This is an optimization exercise on Yosys and OpenROAD, whose aim is small area, a short achievable clock period and few clock cycles, not a production implementation. Where RTL was checked, it was by simulation tests only, not by an equivalence proof against the original. Power figures rest on the tool's default switching activity, not on a simulated workload.

== P ==
==> module stackMultiCycle, before the edit <==
module stackMultiCycle(
	clk,
	rst,
	mem_addr,
	mem_rdata,
	mem_wdata,
	mem_we);
input clk,rst;
output [4:0] mem_addr;
input [7:0] mem_rdata;
output [7:0] mem_wdata;
output mem_we;
    reg  [4:0] addr;     
    reg  [4:0] pc;       
    reg        we;       
    reg        dcyc;     
    reg        d_push;   
    reg  [4:0] ja;       
    reg  [7:0] t, n;     
    reg        tz;       
    reg x_add, x_sub, x_and, x_not, x_jz, x_push;
    reg hit_r;           
    reg p_add, p_sub, p_and, p_not, p_jz, p_push, p_pop, p_jmp, p_hit;
    reg [4:0] p_a;
    reg o, dn_a, dn_h;
    reg  [7:0] c_valid;
    reg  [7:0] c_we;     
    reg  [1:0] c_tag  [0:7];
    reg  [7:0] c_data [0:7];
    assign mem_addr  = addr;
    assign mem_we    = we;
    assign mem_wdata = t;
    wire d_pop    = dcyc & ~d_push;
    wire taken    = x_jz & tz;
    wire miss     = x_push & ~hit_r;
    wire hit_now  = x_push & hit_r;
    wire push_now = hit_now | d_push;
    wire pop_now  = x_add | x_sub | x_and | d_pop;
    wire hold_now = ~(push_now | pop_now);
    wire o_next   = o ^ hold_now;
    wire [2:0] op     = mem_rdata[7:5];
    wire       r_add  = op == 3'b000;
    wire       r_sub  = op == 3'b001;
    wire       r_and  = op == 3'b010;
    wire       r_not  = op == 3'b011;
    wire       r_push = op == 3'b100;
    wire       r_pop  = op == 3'b101;
    wire       r_jmp  = op == 3'b110;
    wire       r_jz   = op == 3'b111;
    wire [2:0] ci     = mem_rdata[2:0];
    wire       r_hit  = c_valid[ci] & (c_tag[ci] == mem_rdata[4:3]);
    wire       f_ok   = ~dcyc & ~taken & ~miss;    
    wire       p_fill = ja[2:0] == p_a[2:0];
    wire       p_hitf = p_fill ? (ja[4:3] == p_a[4:3]) : p_hit;
    wire [4:0] seq = addr + 5'd1;
    integer k;
    always @(posedge clk, posedge rst) begin
        if (rst) begin
            addr    <= 5'd0;
            pc      <= 5'd0;
            we      <= 1'b0;
            dcyc    <= 1'b0;
            d_push  <= 1'b0;
            x_add   <= 1'b0;
            x_sub   <= 1'b0;
            x_and   <= 1'b0;
            x_not   <= 1'b0;
            x_jz    <= 1'b0;
            x_push  <= 1'b0;
            o       <= 1'b0;
            dn_a    <= 1'b1;
            dn_h    <= 1'b0;
            c_valid <= 8'd0;
            c_we    <= 8'd0;
        end else begin
            if (~dcyc) pc <= seq;
            o       <= o_next;
            c_valid <= c_valid | c_we;
            if (d_push) begin
                addr   <= (p_pop | p_jmp) ? p_a : pc;
                we     <= p_pop;
                dcyc   <= p_pop;
                d_push <= 1'b0;
                x_add  <= p_add;
                x_sub  <= p_sub;
                x_and  <= p_and;
                x_not  <= p_not;
                x_jz   <= p_jz;
                x_push <= p_push;
                dn_a   <= ~o_next & ~(p_pop | p_add | p_sub | p_and);
                dn_h   <= p_push & p_hitf;
                c_we   <= {8{p_pop}} & (8'd1 << p_a[2:0]);
            end else begin
                if (d_pop) addr <= pc;
                else if (taken | miss) addr <= ja;
                else if (r_pop | r_jmp) addr <= mem_rdata[4:0];
                else addr <= seq;
                we     <= f_ok & r_pop;
                dcyc   <= (f_ok & r_pop) | miss;
                d_push <= miss;
                x_add  <= f_ok & r_add;
                x_sub  <= f_ok & r_sub;
                x_and  <= f_ok & r_and;
                x_not  <= f_ok & r_not;
                x_jz   <= f_ok & r_jz;
                x_push <= f_ok & r_push;
                dn_a   <= miss | (~o_next & ~(f_ok & (r_pop | r_add | r_sub | r_and)));
                dn_h   <= f_ok & r_push & r_hit;
                c_we   <= ({8{f_ok & r_pop}} & (8'd1 << ci))
                        | ({8{miss}} & (8'd1 << ja[2:0]));
            end
        end
    end
    always @(posedge clk) begin
        hit_r <= d_push ? p_hitf : r_hit;
        p_add <= r_add;
        p_sub <= r_sub;
        p_and <= r_and;
        p_not <= r_not;
        p_jz  <= r_jz;
        p_push <= r_push;
        p_pop <= r_pop;
        p_jmp <= r_jmp;
        p_hit <= r_hit;
        p_a   <= mem_rdata[4:0];
        if (d_push) ja <= p_a;
        else if (f_ok) ja <= mem_rdata[4:0];
        for (k = 0; k < 8; k = k + 1)
            if (c_we[k]) begin
                c_tag[k]  <= ja[4:3];
                c_data[k] <= d_push ? mem_rdata : t;
            end
    end
    wire [7:0] c0, c1;
    Stack stk (.clk(clk), .dn(dn_a | dn_h), .d_in(o ? t : n), .c0(c0), .c1(c1));
    wire [7:0] n_pop = o ? c1 : c0;
    always @(posedge clk) begin
        n <= ({8{hold_now}} & n) | ({8{push_now}} & t) | ({8{pop_now}} & n_pop);
    end
    wire [7:0] sum, diff;
    ALU add0 (.a(t), .b(n),  .cin(1'b0), .out(sum));
    ALU sub0 (.a(t), .b(~n), .cin(1'b1), .out(diff));
    wire [7:0] cval   = c_data[ja[2:0]];
    wire       t_keep = ~(dcyc | x_add | x_sub | x_and | x_not | hit_now);
    wire [7:0] t_or   = t | n;
    wire       z_sum  = ((t ^ n) ^ {t_or[6:0], 1'b0}) == 8'd0;    
    always @(posedge clk) begin
        t <= ({8{t_keep}}  & t)
           | ({8{d_push}}  & mem_rdata)
           | ({8{d_pop}}   & n)
           | ({8{x_add}}   & sum)
           | ({8{x_sub}}   & diff)
           | ({8{x_and}}   & (t & n))
           | ({8{x_not}}   & ~t)
           | ({8{hit_now}} & cval);
        tz <= (t_keep  & tz)
            | (d_push  & (mem_rdata == 8'd0))
            | (d_pop   & (n == 8'd0))
            | (x_add   & z_sum)
            | (x_sub   & (t == n))
            | (x_and   & ((t & n) == 8'd0))
            | (x_not   & (t == 8'hff))
            | (hit_now & (cval == 8'd0));
    end
endmodule
clock: 4.0 ns
lec_check: 0
cap_margin: 20
core_margin: 2
core_utilization: 70
cts_buf_list: sky130_fd_sc_hd__clkbuf_8
cts_cluster_diameter: 50
cts_cluster_size: 20
setup_slack_margin: 1.8
slew_margin: 20
run.sh (not shown) runs the stock make flow with config.mk's settings and CLKGATE_MAP_FILE= SYNTH_SCRIPT=/design/flow/synth_recipe.tcl, a recipe that flattens the netlist after the stock synthesis.
Testbench counts of P, summed over its fixed seeds: cycles 48,074.
The inputs of Q differ from those of P as listed below.
-- flow/design.v --
<<< P, line 198
        n <= ({8{hold_now}} & n) | ({8{push_now}} & t) | ({8{pop_now}} & n_pop);
    end
    wire [7:0] sum, diff;
    ALU add0 (.a(t), .b(n),  .cin(1'b0), .out(sum));
    ALU sub0 (.a(t), .b(~n), .cin(1'b1), .out(diff));
    wire [7:0] cval   = c_data[ja[2:0]];
    wire       t_keep = ~(dcyc | x_add | x_sub | x_and | x_not | hit_now);
>>> Q, line 198
        n <= ({8{hold_now}} & n) | ({8{push_now}} & t) | ({8{pop_now}} & n_pop);
    end
    wire [7:0] arith;    
    ALU add0 (.a(t), .b(n ^ {8{x_sub}}), .cin(x_sub), .out(arith));
    wire [7:0] cval   = c_data[ja[2:0]];
    wire       t_keep = ~(dcyc | x_add | x_sub | x_and | x_not | hit_now);
<<< P, line 209
           | ({8{d_push}}  & mem_rdata)
           | ({8{d_pop}}   & n)
           | ({8{x_add}}   & sum)
           | ({8{x_sub}}   & diff)
           | ({8{x_and}}   & (t & n))
           | ({8{x_not}}   & ~t)
>>> Q, line 208
           | ({8{d_push}}  & mem_rdata)
           | ({8{d_pop}}   & n)
           | ({8{x_add | x_sub}} & arith)
           | ({8{x_and}}   & (t & n))
           | ({8{x_not}}   & ~t)
==> comparison <==
Q | stages: all done | timing, DRC, antenna: all pass
On post-synthesis share of cell area spent on full adders, half adders and majority gates, Q and P are basically level.
P has a higher portion of total power attributed to the clock network than Q.
Across both runs, design area was lower for Q than for P.
Compared with P, Q shows a lower switching component of the power.
Comparing Q and P, the higher buffers inserted during post-CTS setup optimization was measured on Q.
Per the comparison of Q with P, final worst setup slack shows a reduction of 50 ps, critical path arrival shows an increase of 1340 ps, total design power shows a reduction of 3.5%.
Q: critical path's largest stage delay 120 ps above P
Looking at critical-path cell with the highest stage delay, the sky130_fd_sc_hd__dfxtp_4 result is from P; the sky130_fd_sc_hd__dfrtp_4 one comes from Q.
What Q reported for number of distinct standard cells referenced by the synthesized netlist has to be multiplied by 1.12 to get the figure for P.
Data required time at the worst endpoint, Q and P: lower on P
For P, the destination of the critical timing path was mem_wdata[1], unlike Q, where it was t[6]$_DFF_P_.
For count of clock-buffer cells in the layout, dividing the value from P by the value from Q gives 1.14.
Die area went down slightly going from P to Q.
Met1 usage in global routing: P vs Q — no meaningful difference
Only the layout flow was run in Q; the RTL was not checked for function there.

==> what the ideal ports hide <==
The results above use ideal ports. As a check the final layouts listed here were re-extracted and re-timed, cells and wires unchanged.
Step 1 assumes that a clkbuf_16 drives the clock port and a buf_2 every other input.
Step 2 adds t to the input delays and takes it off the output delays; t is the mean of the earliest and latest rising clock arrival at the registers after step 1. Input paths then give back, and output paths get back, about the clock's delay inside the block.
a / b / c = ideal / step 1 / step 2; a / b = the first two.
run | t (ns) | setup WS [ns] | worst setup path at the end
P | 0.641 | 1.852 / 1.804 / 1.295 | input to register
Q | 0.655 | 1.803 / 1.757 / 1.459 | input to register
After both steps every run listed still meets setup and hold. The setup slack of P, which loses most, moves by -0.048 ns with the drivers and by -0.557 ns with both steps.
